What follows belongs to an exercise in optimizing a design on an open flow for small area; a production flow would make more cautious choices.
Function was checked by simulation only, so behaviour that the tests miss may differ from the original.

## constraint.sdc

```tcl
create_clock -name core_clock -period 16.0 [get_ports {clk}]
set_input_delay 3.2000 -clock core_clock [delete_from_list [all_inputs] [get_ports {clk}]]
set_output_delay 3.2000 -clock core_clock [all_outputs]
set_load 0.01 [all_outputs]
```

## config.mk

```make
export PLATFORM = sky130hd
export DESIGN_NAME = main
export DESIGN_NICKNAME = main
export VERILOG_FILES = /design/flow/design.v
export SDC_FILE = /design/flow/constraint.sdc
export NUM_CORES = 4
export LEC_CHECK = 0
export CAP_MARGIN = 20
export CORE_MARGIN = 2
export CORE_UTILIZATION = 40
export SLEW_MARGIN = 20
```

## run.sh

```bash
#!/bin/bash
# synth_recipe.tcl (not shown) runs the flow's synth.tcl, then flattens the netlist and writes it again
# the make line also repeats each setting of config.mk as NAME=value (left out here)
make -C /OpenROAD-flow-scripts/flow DESIGN_CONFIG=/design/flow/config.mk WORK_HOME=/design/flow/orfs CLKGATE_MAP_FILE= SYNTH_SCRIPT=/design/flow/synth_recipe.tcl finish
```

## design.v

```verilog
module mux
(input[15:0] A, B, C, D,
 input[1:0] CHAVE,
 output reg[15:0] outMux);
always @(*)
begin
	case(CHAVE)
		2'b00 : outMux <= A;
		2'b01 : outMux <= B;
		2'b10 : outMux <= C;
		2'b11 : outMux <= D;
	endcase
end
endmodule
module somador
(input [15:0] IN1,IN2,
 input [0:0] H,
 output reg [15:0] outSum);
always @(*)
begin
	case(H)
		1'b0 : outSum <= IN1 + IN2;
		1'b1 : outSum <= IN1 * IN2;
	endcase
end
endmodule
module display 
(input [9:0] res, 
output reg[6:0] display0, display1, display2, display3);
wire[15:0] dif, dif2, dif3, dif4;
wire[15:0] div, div2, div3, div4;
assign div = res/10;  
assign dif = div*10;  
wire[3:0] numeroDisplay0 = res-dif;  
assign div2 = div/10;  
assign dif2 = div2*10;  
wire[3:0] numeroDisplay1 = div-dif2;  
assign div3 = div2/10;  
assign dif3 = div3*10;  
wire[3:0] numeroDisplay2 = div2-dif3;  
wire[3:0] numeroDisplay3 = div3;  
always @(*)
begin
	case(numeroDisplay0) 
		4'b0000 : display0 <= 7'b1000000; 
		4'b0001 : display0 <= 7'b1111001; 
		4'b0010 : display0 <= 7'b0100100; 
		4'b0011 : display0 <= 7'b0110000; 
		4'b0100 : display0 <= 7'b0011001; 
		4'b0101 : display0 <= 7'b0010010; 
		4'b0110 : display0 <= 7'b0000010; 
		4'b0111 : display0 <= 7'b1011000; 
		4'b1000 : display0 <= 7'b0000000;
		4'b1001 : display0 <= 7'b0010000; 
		default : display0 <= 7'b0111111;
	endcase
	case(numeroDisplay1) 
		4'b0000 : display1 <= 7'b1000000; 
		4'b0001 : display1 <= 7'b1111001; 
		4'b0010 : display1 <= 7'b0100100; 
		4'b0011 : display1 <= 7'b0110000; 
		4'b0100 : display1 <= 7'b0011001; 
		4'b0101 : display1 <= 7'b0010010; 
		4'b0110 : display1 <= 7'b0000010; 
		4'b0111 : display1 <= 7'b1011000; 
		4'b1000 : display1 <= 7'b0000000;
		4'b1001 : display1 <= 7'b0010000; 
		default : display1 <= 7'b0111111;
	endcase
	case(numeroDisplay2) 
		4'b0000 : display2 <= 7'b1000000; 
		4'b0001 : display2 <= 7'b1111001; 
		4'b0010 : display2 <= 7'b0100100; 
		4'b0011 : display2 <= 7'b0110000; 
		4'b0100 : display2 <= 7'b0011001; 
		4'b0101 : display2 <= 7'b0010010; 
		4'b0110 : display2 <= 7'b0000010; 
		4'b0111 : display2 <= 7'b1011000; 
		4'b1000 : display2 <= 7'b0000000;
		4'b1001 : display2 <= 7'b0010000; 
		default : display2 <= 7'b0111111;
	endcase
	case(numeroDisplay3) 
		4'b0000 : display3 <= 7'b1000000; 
		4'b0001 : display3 <= 7'b1111001; 
		4'b0010 : display3 <= 7'b0100100; 
		4'b0011 : display3 <= 7'b0110000; 
		4'b0100 : display3 <= 7'b0011001; 
		4'b0101 : display3 <= 7'b0010010; 
		4'b0110 : display3 <= 7'b0000010; 
		4'b0111 : display3 <= 7'b1011000; 
		4'b1000 : display3 <= 7'b0000000;
		4'b1001 : display3 <= 7'b0010000; 
		default : display3 <= 7'b0111111;
	endcase
end
endmodule
module bo
(output [6:0] d0, d1, d2, d3,
input flag,
input LX, LS, LH, _H,
input[1:0] _M0, _M1, _M2,
input clock,
input[9:0] X);
parameter A = 2;
parameter B = 2;
parameter C = 1;
wire[15:0] resultado;
wire[15:0] outM0, outM1, outM2;
reg[15:0] regX, regS, regH;
always @(posedge clock)
begin
	if(LX == 1)
		regX <= {6'b000000, X};
	if(LS == 1)
		regS[15:0] <= resultado;
	if(LH == 1)
		regH[15:0] <= resultado;
	if(flag == 1)
		regS <= 0;
end
mux M0(.A(0), .B(A) , .C(B), .D(C), .CHAVE(_M0), .outMux(outM0));  
mux M1(.A(outM0), .B(regX) , .C(regS), .D(regH), .CHAVE(_M1), .outMux(outM2));  
mux M2(.A(regX), .B(outM0) , .C(regS), .D(regH), .CHAVE(_M2), .outMux(outM1));  
somador sum(.IN1(outM2), .IN2(outM1), .H(_H), .outSum(resultado));
display dis(.res(regS), .display0(d0), .display1(d1), .display2(d2), .display3(d3));
endmodule
module bc
(input clock, start,  
 output reg flag,
 output reg LX, LS, LH, H,
 output reg[1:0] M0, M1, M2);
reg[3:0] state;
always @(posedge clock)
	begin
		if(start == 1) 
			begin
				state <= 1;
				flag <= 0;
			end
		if(start == 0) 
			begin
				state <= 0;
				flag <= 1;
				LX <= 0;
				LS <= 0;
				LH <= 0;
				H <= 0;
				M0 <= 2'b00;
				M1 <= 2'b00;
				M2 <= 2'b00;
			end
		else
		begin 
			case(state)
				3'd1 : begin
							LX <= 1;
							LS <= 0;
							LH <= 0;
							H <= 0;
							M0 <= 2'b00;
							M1 <= 2'b00;
							M2 <= 2'b00;
							flag <= 3'd0;
							state <= 2;
						end
				3'd2 : begin
							LX <= 0;
							LS <= 1;
							LH <= 0;
							H <= 1;
							M0 <= 2'b00;
							M1 <= 2'b01;
							M2 <= 2'b00;
							state <= 3;
						end
				3'd3 : begin
							LX <= 0;
							LS <= 0;
							LH <= 1;
							H <= 1;
							M0 <= 2'b01;
							M1 <= 2'b00;
							M2 <= 2'b10;
							state <= 4;
						end
				3'd4 : begin
							LX <= 0;
							LS <= 1;
							LH <= 0;
							H <= 1;
							M0 <= 2'b10;
							M1 <= 2'b00;
							M2 <= 2'b00;
							state <= 5;
						end
				3'd5 : begin
							LX <= 0;
							LS <= 1;
							LH <= 0;
							H <= 0;
							M0 <= 2'b10;
							M1 <= 2'b11;
							M2 <= 2'b10;
							state <= 6;
						end
				3'd6 : begin
							LX <= 0;
							LS <= 1;
							LH <= 0;
							H <= 0;
							M0 <= 2'b11;
							M1 <= 2'b00;
							M2 <= 2'b10;
							state <= 7;
						end		
				3'd7 : begin
							LX <= 0;
							LS <= 1;
							LH <= 0;
							H <= 0;
							M0 <= 2'b11;
							M1 <= 2'b00;
							M2 <= 2'b10;
							flag <= 3'd1;
							state <= 1;
						end
			endcase
		end
	end
endmodule
module main
(input clk,
input start,
input[9:0] x,
output flag,
output [6:0] hex0, hex1, hex2, hex3);
wire[1:0] m0, m1, m2;
wire lx, ls, lh, h, f;
assign flag = f;
bc comandBlock(.clock(clk), .start(start), .LX(lx), .LS(ls), .LH(lh), .H(h), .flag(f), .M0(m0), .M1(m1), .M2(m2));
bo operatorBlock(.d0(hex0), .d1(hex1), .d2(hex2),  .d3(hex3), .flag(f), .LX(lx), .LS(ls), .LH(lh), ._H(h), ._M0(m0), ._M1(m1), ._M2(m2),  .clock(clk), .X(x));
endmodule
```

==> summary.txt <==
==> worst max-delay path by stage <==
stage,startpoint,end,slack (ps),depth (start not counted)
after global placement,operatorBlock.regS[7],hex1[2],1620,43
after global routing,operatorBlock.regS[9],hex1[2],80,41
after floorplan,operatorBlock.regS[7],hex1[2],3400,46
final,operatorBlock.regS[9],hex1[2],1030,41
after detailed placement,operatorBlock.regS[7],hex1[2],1320,43
after CTS,operatorBlock.regS[7],hex1[2],990,43
==> layer usage <==
metal  GRT usage, %  share of wire [%]
met2           31.7                 48
met3           1.74                4.0
met4           2.81               0.87
met1           24.5                 47
met5              0                  0
==> cell usage after synthesis, types with 3 or more instances <==
cell,n
o21ai_0,44
o22ai_1,5
and2_1,5
a31oi_1,10
mux2_2,14
a22o_1,3
nor2b_1,7
o21a_1,6
o21bai_1,5
buf_6,5
fa_1,25
clkbuf_1,15
a21o_1,10
mux2i_1,24
nor2_1,83
xnor2_1,34
o31ai_1,6
o21ai_1,11
and3_1,5
inv_1,90
inv_2,4
nand4_1,5
buf_4,10
o2111ai_1,3
a21boi_0,3
edfxtp_1,20
a22oi_1,7
a21oi_1,47
a211oi_1,7
dfxtp_1,23
buf_1,7
nand3_1,9
o211ai_1,10
or2_2,5
ha_1,71
or4b_1,3
xor2_1,6
nand2_1,71
a2bb2oi_1,5
nor3_1,20
nand2b_1,11
buf_2,9
==> cell families after synthesis <==
group	synth area share (%)
AND/OR/NAND/NOR	17.7
AO/OA/AOI/OAI	24.2
buffers and inverters	9.27
adder cells (fa/ha/maj)	21.0
XOR/XNOR	6.22
flip-flops	15.7
multiplexers	5.87
other	0.111
==> tightest hold or removal path: stages, from the launching register on <==
cell	delay [ps]
dfxtp_1	330
a31oi_1	70
nor2_1	80
==> registers in the layout, summed over array words and instances (netlist names) <==
signal and count:
comandBlock.LX 1, operatorBlock.regX 10, comandBlock.flag 1, operatorBlock.regH 10, comandBlock.M1 2, comandBlock.LS 1
operatorBlock.regS 10, comandBlock.LH 1, comandBlock.M2 1, comandBlock.H 1, comandBlock.state 3, comandBlock.M0 2
==> through the flow <==
| stage | util, % | instance area, um^2 | std cells | hold slack (ps) |
|---|---|---|---|---|
| floorplan | - | 6780 | 842 | 473 |
| global route | 44.3 | 7350 | 1063 | 579 |
| finish | 44.3 | 7350 | 1063 | 522 |
| detailed placement | 43.3 | 7180 | 1055 | 520 |
| CTS | 44.3 | 7340 | 1063 | 530 |
| global placement | 43.3 | 7180 | 1055 | 514 |
==> layout make-up <==
type / count / area, um^2 / share of cell area (%)
Multi-Input combinational cell: 658 / 5090 / 69.3
Sequential cell: 43 / 1060 / 14.5
Timing Repair Buffer: 39 / 385 / 5.25
Inverter: 95 / 369 / 5.02
Tap cell: 220 / 275 / 3.75
Clock buffer: 5 / 125 / 1.70
Clock inverter: 3 / 38.8 / 0.528
==> metrics.yaml <==
outcome:
  status: "timing/DRC/antenna clean"
global_route:
  grt_pass1_vias: 5398
  track_usage_pct: 18.0
  grt_max_degree: 26
  grt_pass1_wl_um: 27000
  antenna_found_initial: 0
  overflow: 0
cts:
  clk_pin_slew_worst_paths_ps: 60
  cts_sinks: 43
  cts_root_buf: "clkbuf_16"
  cts_buffers: 5
  cts_buffer_depth: 2
  cts_resized: 0
  postCtsSetupRepairBufs: 0
  cts_tree: "yes"
  clkLatencyLatePin_ps: 280
  cts.htree.levels: 2
  ctsHoldBuffers: 0
synthesis:
  yosysUniqueCellTypes: 100
  synth.area.top_cells: "ha_1 13%, edfxtp_1 8.9%, fa_1 7.4%"
  synth-edff-count: 20
  synth_top_cell_by_area: "ha_1"
  synth_seq_cells: 43
  yosysTopAreaCellShare_pct: 13.1
  syn-mean-instance-area_um2: 8.05
  synth_area_um2: 6770
  synth_ff_type: "dfxtp_1"
  yosys_warnings: 10
  yosysSeqAreaShare_pct: 15.7
  async_reset_ff_share_pct: 0
  syn_inst: 841
floorplan:
  die_w_um: 134
  io-pin-count: 41
  coreArea_um2: 16600
  initial_core_util_pct: 40.8
  dieArea_um2: 18000
  rows: 47
  die_h_um: 134
setup_path:
  path_class: "flip-flop to primary output"
  slowest_delay_ps: 790
  cp.required_ps: 12800
  critical_path.endpoint_type: "primary output"
  r2r-start: "comandBlock.M1[1]"
  crit_top_cell: "ha_1"
  rr_worst_depth: 24
  slowest_stage: "dfxtp_1"
  path_buf_inv: 6
  cp_max_fo: 24
  r2r-end: "operatorBlock.regS[9]"
  start_kind: "flip-flop"
  r2r_slack_ps: 9550
  path_delay_family: "compound AO/OA/AOI/OAI gates"
  cp_data_arrival_time_ps: 11770
layout:
  fillers: 1681
  antenna_cells: 0
  syn2layout_area_growth_pct: 8.44
  mostFrequentLayoutCells: "90 x inv_1, 83 x nor2_1, 71 x nand2_1, 71 x ha_1, 47 x a21oi_1"
  layout_commonest_cell: "inv_1"
  final_nets: 950
  drive_gt1_share_pct: 7.83
timing:
  worst_slack_ps: 1030
  period_minus_slack_ps: 14970
  worst_slew_pin_slew_ps: 906
  slew_viol_final: 0
  post-route-period-util_pct: 93.6
  tns_ps: 0
  slew_headroom_pct: 37.9
  max_freq_mhz: 66.8
  fin_skew_ps: 3.06
  hold_violations: 0
  rsz0062_at_grt: "false"
  setup_viol: 0
placement:
  numPortBuffers: 37
  gp_congestion: 0.904
  post-place-ws_ps: 1320
  dp_hpwl_um: 12900
routing:
  drc: 0
  avgRoutedWirePerCell_um: 15.4
  vias: 5882
  drt-total-wl_um: 16300
  via_per_inst: 5.53
  drtAntennaViolNets: 0
  drt_iter0_markers: 322
  drt_first_pass_iters: 8
hold_path:
  hold_path.class: "flip-flop to flip-flop"
  holdPathEnd: "comandBlock.M0[1]"
  hold_start: "comandBlock.M0[1]"
  hold_depth: 2
job:
  max-cap-violations: 0

separate check: timing with driven ports:
The results above use ideal ports. As a check the final layout listed here was re-extracted and re-timed, cells and wires unchanged.
Step 1, drivers: a clkbuf_16 drives clk and a buf_2 each remaining input, both assumed.
Step 2 also shifts input and output timing later by t, the mid clock arrival at the registers, as if the neighbouring blocks saw the same clock.
Slacks: no drivers / after step 1 / after step 2; pairs: no drivers / after step 1.
t (ns): 0.309
setup slack, ns: 1.025 / 0.995 / 1.304
worst register clock-pin slew, ns: 0.06 / 0.06
pins driven straight from the clock port: 1
After both steps setup and hold are still met in this run. For this run, drivers alone change the setup slack by -0.030 ns; drivers and shift together by +0.279 ns.
